Background: an optimization exercise with open tools, aiming at small area and a short achievable clock period. Do not read the settings as production practice.
For this run, only the layout was checked, not whether the RTL still works.
Power figures rest on the tool's default switching activity, not on a simulated workload.

==> design/flow/design.v <==
module stopwatch_01(clk,rst,key_reset,key_start_pasue,key_display_stop,hex0,hex1,hex2,hex3,hex4,hex5,hex6,hex7,led0,led1,led2,led3);
	input		clk,rst,key_reset,key_start_pasue,key_display_stop;
	output [6:0]	hex0,hex1,hex2,hex3,hex4,hex5,hex6,hex7;
	output	led0,led1,led2,led3;
	reg	led0,led1,led2;
	assign	led3=1'b0;
	reg	display_work;
	reg	counter_work;
	parameter	DELAY_TIME=10000000;
	localparam	TICK_COUNT=2;
	reg	[3:0]	hour_display_high;
	reg	[3:0]	hour_display_low;
	reg	[3:0]	minute_display_high;
	reg	[3:0]	minute_display_low;
	reg	[3:0]	second_display_high;
	reg	[3:0]	second_display_low;
	reg	[3:0]	msecond_display_high;
	reg	[3:0]	msecond_display_low;
	reg	[3:0]	hour_counter_high;
	reg	[3:0]	hour_counter_low;
	reg	[3:0]	minute_counter_high;
	reg	[3:0]	minute_counter_low;
	reg	[3:0]	second_counter_high;
	reg	[3:0]	second_counter_low;
	reg	[3:0]	msecond_counter_high;
	reg	[3:0]	msecond_counter_low;
	reg	start;
	reg	display;
	reg	[31:0]counter;
	reg	cnt;
	reg	reset;
	reg	cnt1;
	reg	cnt2;
	reg	cnt3;
	reg	[31:0]counter1;
	reg	[31:0]counter2;
	reg	[31:0]counter3;
	sevenseg	led_hour_display_high(hour_display_high,hex7);
	sevenseg	led_hour_display_low(hour_display_low,hex6);
	sevenseg	led_minute_display_high(minute_display_high,hex5);
	sevenseg	led_minute_display_low(minute_display_low,hex4);
	sevenseg	led_second_display_high(second_display_high,hex3);
	sevenseg	led_second_display_low(second_display_low,hex2);
	sevenseg	led_msecond_display_high(msecond_display_high,hex1);
	sevenseg	led_msecond_display_low(msecond_display_low,hex0);
	always@(posedge clk)
		if(rst)
			begin
				counter<=0;
				counter1<=0;
				counter2<=0;
				counter3<=0;
				cnt=0;
				start=0;
				display=0;
				reset=0;
				led0=0;
				led1=0;
				led2=0;
				hour_display_high=0;
				hour_display_low=0;
				minute_display_high=0;
				minute_display_low=0;
				second_display_high=0;
				second_display_low=0;
				msecond_display_high=0;
				msecond_display_low=0;
				hour_counter_high=0;
				hour_counter_low=0;
				minute_counter_high=0;
				minute_counter_low=0;
				second_counter_high=0;
				second_counter_low=0;
				msecond_counter_high=0;
				msecond_counter_low=0;
			end
		else
		begin
			if(counter==TICK_COUNT)
				begin
				counter<=0;
				cnt=1;
			if(key_start_pasue==0)
				begin
					if(counter1==50)
						begin
							start=~start;
							counter1<=0;
							led0=start;
						end
					else
						counter1<=counter1+1;
				end
			if(key_display_stop==0)
				begin
					if(counter3==50)
						begin
							display=~display;
							counter3<=0;
							led2=display;
						end
					else
						counter3<=counter3+1;
				end
			if(key_reset==0)
				begin
					if(counter2==50)
						begin
							reset=~reset;
							counter2<=0;
							led1=reset;
						end
					else
						counter2<=counter2+1;
				end
			if(start==1)
				begin
					msecond_counter_low=msecond_counter_low+1;
					cnt=0;
				end
			if(msecond_counter_low==10)
				begin
					msecond_counter_high=msecond_counter_high+1;
					msecond_counter_low=0;
				end
			if(msecond_counter_high==10)
				begin
					second_counter_low=second_counter_low+1;
					msecond_counter_high=0;
				end
			if(second_counter_low==10)
				begin
					second_counter_high=second_counter_high+1;
					second_counter_low=0;
				end
			if(second_counter_high==6)
				begin
					minute_counter_low=minute_counter_low+1;
					second_counter_high=0;
				end
			if(minute_counter_low==10)
				begin
					minute_counter_high=minute_counter_high+1;
					minute_counter_low=0;
				end
			if(minute_counter_high==6)
				begin
					hour_counter_low=hour_counter_low+1;
					minute_counter_high=0;
				end
			if(hour_counter_low==10)
				begin
					hour_counter_high=hour_counter_high+1;
					hour_counter_low=0;
				end
			if(reset==1)
				begin
				msecond_display_low=0;
				msecond_display_high=0;
				second_display_low=0;
				second_display_high=0;
				minute_display_low=0;
				minute_display_high=0;
				hour_display_low=0;
				hour_display_high=0;
				msecond_counter_low=0;
				msecond_counter_high=0;
				second_counter_low=0;
				second_counter_high=0;
				minute_counter_low=0;
				minute_counter_high=0;
				hour_counter_low=0;
				hour_counter_high=0;
				reset=0;
				end
			if(display==0)
				begin
				msecond_display_low=msecond_counter_low;
				msecond_display_high=msecond_counter_high;
				second_display_low=second_counter_low;
				second_display_high=second_counter_high;
				minute_display_low=minute_counter_low;
				minute_display_high=minute_counter_high;
				hour_display_low=hour_counter_low;
				hour_display_high=hour_counter_high;
				end
			end
			else
				counter<=counter+1;
		end
endmodule
module sevenseg(data,ledsegments);
	input [3:0] data;
	output [6:0]ledsegments;
	reg[6:0] ledsegments;
	always@(*)
		case(data)
			0:ledsegments=7'b100_0000;
			1:ledsegments=7'b111_1001;
			2:ledsegments=7'b010_0100;
			3:ledsegments=7'b011_0000;
			4:ledsegments=7'b001_1001;
			5:ledsegments=7'b001_0010;
			6:ledsegments=7'b000_0010;
			7:ledsegments=7'b111_1000;
			8:ledsegments=7'b000_0000;
			9:ledsegments=7'b001_0000;
		default:ledsegments=7'b111_1111;
		endcase
endmodule
==> design/flow/run.sh <==
#!/bin/bash
# synth_recipe.tcl (not shown) runs the flow's synth.tcl, then flattens the netlist and writes it again
# the make line also repeats each setting of config.mk as NAME=value (left out here)
make -C /OpenROAD-flow-scripts/flow DESIGN_CONFIG=/design/flow/config.mk WORK_HOME=/design/flow/orfs CLKGATE_MAP_FILE= SYNTH_SCRIPT=/design/flow/synth_recipe.tcl finish
==> design/flow/config.mk <==
export PLATFORM = sky130hd
export DESIGN_NAME = stopwatch_01
export DESIGN_NICKNAME = stopwatch_01
export VERILOG_FILES = /design/flow/design.v
export SDC_FILE = /design/flow/constraint.sdc
export NUM_CORES = 4
export LEC_CHECK = 0
export CAP_MARGIN = 20
export CORE_MARGIN = 2
export CORE_UTILIZATION = 40
export SLEW_MARGIN = 20
==> design/flow/constraint.sdc <==
create_clock -name core_clock -period 5.0 [get_ports {clk}]
set_input_delay 1.0000 -clock core_clock [delete_from_list [all_inputs] [get_ports {clk}]]
set_output_delay 1.0000 -clock core_clock [all_outputs]
set_load 0.01 [all_outputs]
==> run summary <==
* Root Buffer: clkbuf_16
* CTS Sinks at 253
* Setup tns final at 0 ps
* Count of standard-cell rows at 65
* Combinational power share at 5.1%
* Nets at 1,648
* Routed vias/inst at 5.30
* DR iter-0 viols at 579
* Starting Density at 40.5%
* Yosys Warn Count at 2
* Sw frac at 23.1%
* GP Congestion at 0.887
* Worst path required time at 5420 ps
* Ports at 65
* Clock-pin slew on the worst setup and hold paths at 60 ps
* Class of the tightest hold or removal check: reg2reg
* Ys async rst share at 0%
* Fin Hold WS at 442 ps
* GRT Overall Usage at 17.4%
* Setup Skew at 18.1 ps
* Count of cell types in the netlist at 84
* TritonCTS Buffers at 28
* Total chip power at 4.31 mW
* Setup violations, final at 0
* Clk Latency, worst-skew pair at 550 ps
* DRC violations left at 0
* Post-synthesis xor/xnor area fraction at 8.86%
* Leakage power at 5.85 nW
* Final Cycle Share at 91.8%
* Max-cap viol count at 0
* H-Tree Depth at 1
* Die area at 33,300 sq um
* Post-Synth Adder-Cell Area at 5.49%
* Syn Inst Count at 1,503
* Status: finished clean
* Worst slack at placement at 59.3 ps
* RSZ-0062 raised after global routing: false
* GRT overflow at 0
* First-pass GRT wire length at 49,100 um
* Fin crit period at 4590 ps
* Core box area at 31,500 sq um
* Largest net degree at the start of global routing at 39
* Fin. Hold Viols at 0
* Avg WL per Cell at 14.4 um
* Slew Limit Fails at 0
* TritonCTS clock tree: done
* Port Buffers at 63
* Layout cells sized above 1 at 8.45%
* Avg Inst Size Synth at 8.49 sq um
* VDD IR max at 274 uV
* Syn Std Cell Area at 12,800 sq um
* Slew margin rel. at 25.9%
* Synth Area in Simple Gates at 24.4%
* CP Capture Type: flip-flop
* Post-CTS Setup Bufs at 0
* Syn Nets at 1,564
* Post-synth EDFFs at 0
* Clock power frac at 47.7%
* Crit path setup slack, layout at 412 ps
* Hpwl dp at 20,100 um
* Seq pwr share at 47.2%
* Vias in the first global route at 10,065
* Iteration count of the initial detailed-routing pass at 4
* Switch Pwr at 0.994 mW
* CP Class: reg2reg
* Ant diodes at 0
* Power density cells at 288 nW/um^2
* Final WL at 29,000 um
* Mux contribution to synthesized area at 3.01%
* Yosys reg bits at 253
* Utilization after layout at 47.5%
* Vias at 10,656
* Clk buf depth at 3
* Die height at 183 um
* Slew @ Worst Pin at 1110 ps
* Area Growth Syn to Fin at 17.3%
* P_int at 3.32 mW
* Maximum fanout along the worst path at 8
* # fillers at 3,039
* Max Fclk at 0.218 GHz
* Die W at 183 um
* Compound-cell area share of the yosys netlist at 14.9%
* Sequential-to-total area share from yosys stat at 39.7%
* Routed Antenna Nets at 0
* Critical Path Source Type: flip-flop
* Main combinational cell family by area after synthesis: simple AND/OR/NAND/NOR gates
* Antenna violations before repair at 0
* CP arrival at 5010 ps
* Primary FF master, synth: dfxtp_1
[cells by family (layout without fill, tap and decap cells)]
kind of cell	after synthesis	after routing
multiplexers	38	38
other	1	1
AND/OR/NAND/NOR	632	632
buffers and inverters	118	224
flip-flops	253	253
XOR/XNOR	129	129
adder cells (fa/ha/maj)	56	56
AO/OA/AOI/OAI	276	276
[power groups by stage]
| stage | clock, mW | combinational (mW) | sequential [mW] |
|---|---|---|---|
| final | 2.06 | 0.221 | 2.04 |
| after global placement | 0 | 0.219 | 2.08 |
| after CTS | 2.13 | 0.221 | 2.04 |
| after floorplan | 0 | 0.128 | 2.08 |
| after detailed placement | 0 | 0.220 | 2.08 |
| after global routing | 2.21 | 0.244 | 2.04 |
[final cells by class]
| type | instances | area [sq um] | area share, % |
|---|---|---|---|
| multi-input combinational | 1132 | 7240 | 48.4 |
| inverter | 62 | 233 | 1.56 |
| timing repair buffer | 110 | 978 | 6.54 |
| clock inverter | 7 | 60.1 | 0.402 |
| clock buffer | 45 | 876 | 5.86 |
| tap | 402 | 503 | 3.36 |
| sequential | 253 | 5060 | 33.9 |
[through the flow]
stage	cells	cell area, sq um
after floorplan	1503	12800
final	2011	15000
after global routing	2011	15000
after detailed placement	1959	14000
after global placement	1959	14000
after CTS	2011	15000
[routing by layer]
metal	up-vias	global-route usage [%]	wire length, um
met3	46	2.33	1220
met1	4942	24.4	14400
met4	0	5.84	889
li1	5455	-	-
met5	-	0	0
met2	213	27.6	12500
[worst max-delay path, stage by stage, from the launching register on]
cell	delay (ps)
dfxtp_1	340
nor4_1	370
nand4_1	360
o31a_1	470
o2111ai_2	260
buf_4	150
xnor2_1	190
nand3_2	210
and2_1	290
o211ai_2	230
a21oi_1	140
o2111ai_1	330
o211ai_2	160
inv_1	100
ha_1	180
inv_1	40
or4b_1	500
o211a_1	140
[layout by cell type, fill, tap and decap left out, types with 31 or more instances in the layout]
cell / count
xor2_1: 82
ha_1: 56
a21oi_1: 64
nand2_1: 159
nor2_1: 192
inv_1: 61
nor4_1: 31
mux2i_1: 35
clkdlybuf4s50_1: 62
nand4_1: 36
xnor2_1: 47
buf_4: 47
and3_1: 38
nand3_1: 52
o21ai_0: 70
dfxtp_1: 253
[cell usage after synthesis, types with 5 or more instances]
library cell,count,area [sq um]
o211ai_1,10,75.1
o31ai_1,23,173
a21o_1,7,52.6
dfxtp_1,253,5060
and2_1,12,75.1
a211oi_1,9,67.6
a21oi_1,64,320
and3_1,38,238
nor4_1,31,194
or2_2,6,37.5
nand2b_1,6,37.5
nor2_1,192,721
mux2i_1,35,350
nor4b_1,8,70.1
nor2b_1,7,43.8
nor3_1,22,110
inv_1,61,229
or3_1,28,175
a22oi_1,5,37.5
xnor2_1,47,412
clkbuf_1,49,184
nand3_1,52,260
nand2_1,159,597
ha_1,56,701
o21ai_0,70,350
xor2_1,82,718
a32oi_1,5,43.8
o21a_1,9,67.6
and4_1,10,87.6
nand4_1,36,225
o21ai_1,5,25.0
[final timing paths]
check                                                 startpoint                               end  slack [ps]  cells past startpoint
worst max-delay path                   counter1[15]$_SDFFE_PP0P_                   hex5[4]$_DFF_P_         410                     17
worst min-delay path            hour_display_low[0]$_SDFFE_PP0P_  hour_display_low[0]$_SDFFE_PP0P_         440                      2
worst max register to register         counter1[15]$_SDFFE_PP0P_                   hex5[4]$_DFF_P_         410                     17
worst min register to register  hour_display_low[0]$_SDFFE_PP0P_  hour_display_low[0]$_SDFFE_PP0P_         440                      2
[state kept, by name, summed over array words and instances, names as in the netlist, 7 cells and up]
register	cells
hex7	7
hex5	7
counter2	32
counter	32
counter1	32
hex2	7
hex0	7
counter3	32
hex1	7
hex3	7
hex4	7
hex6	7
[what timing repair did]
action,CTS,global route
hold buffers,0,0
resized for setup,0,0
endpoints found under the setup margin,0,1

what the ideal ports hide:
In the flow no input, the clock included, has a driving cell. The finished layout below was timed again as built, in two steps.
Step 1 assumes that a clkbuf_16 drives the clock port and a buf_2 every other input.
Step 2 times the ports against the registers' clock, not the clock port: input delays grow and output delays shrink by t, the midpoint of the rising clock arrivals with the driver on.
Slacks: ideal ports / drivers / drivers and shift; pairs: ideal ports / drivers.
t (ns): 0.585
setup WS [ns]: 0.412 / 0.412 / -0.004
worst setup path at the end: input to register
slew at the worst register clock pin (ns): 0.06 / 0.06
cell pins on the clock port's net: 1
With both steps, setup timing fails in this run, where it was met with ideal ports. For this run, drivers alone change the setup slack by 0.000 ns; drivers and shift together by -0.416 ns.
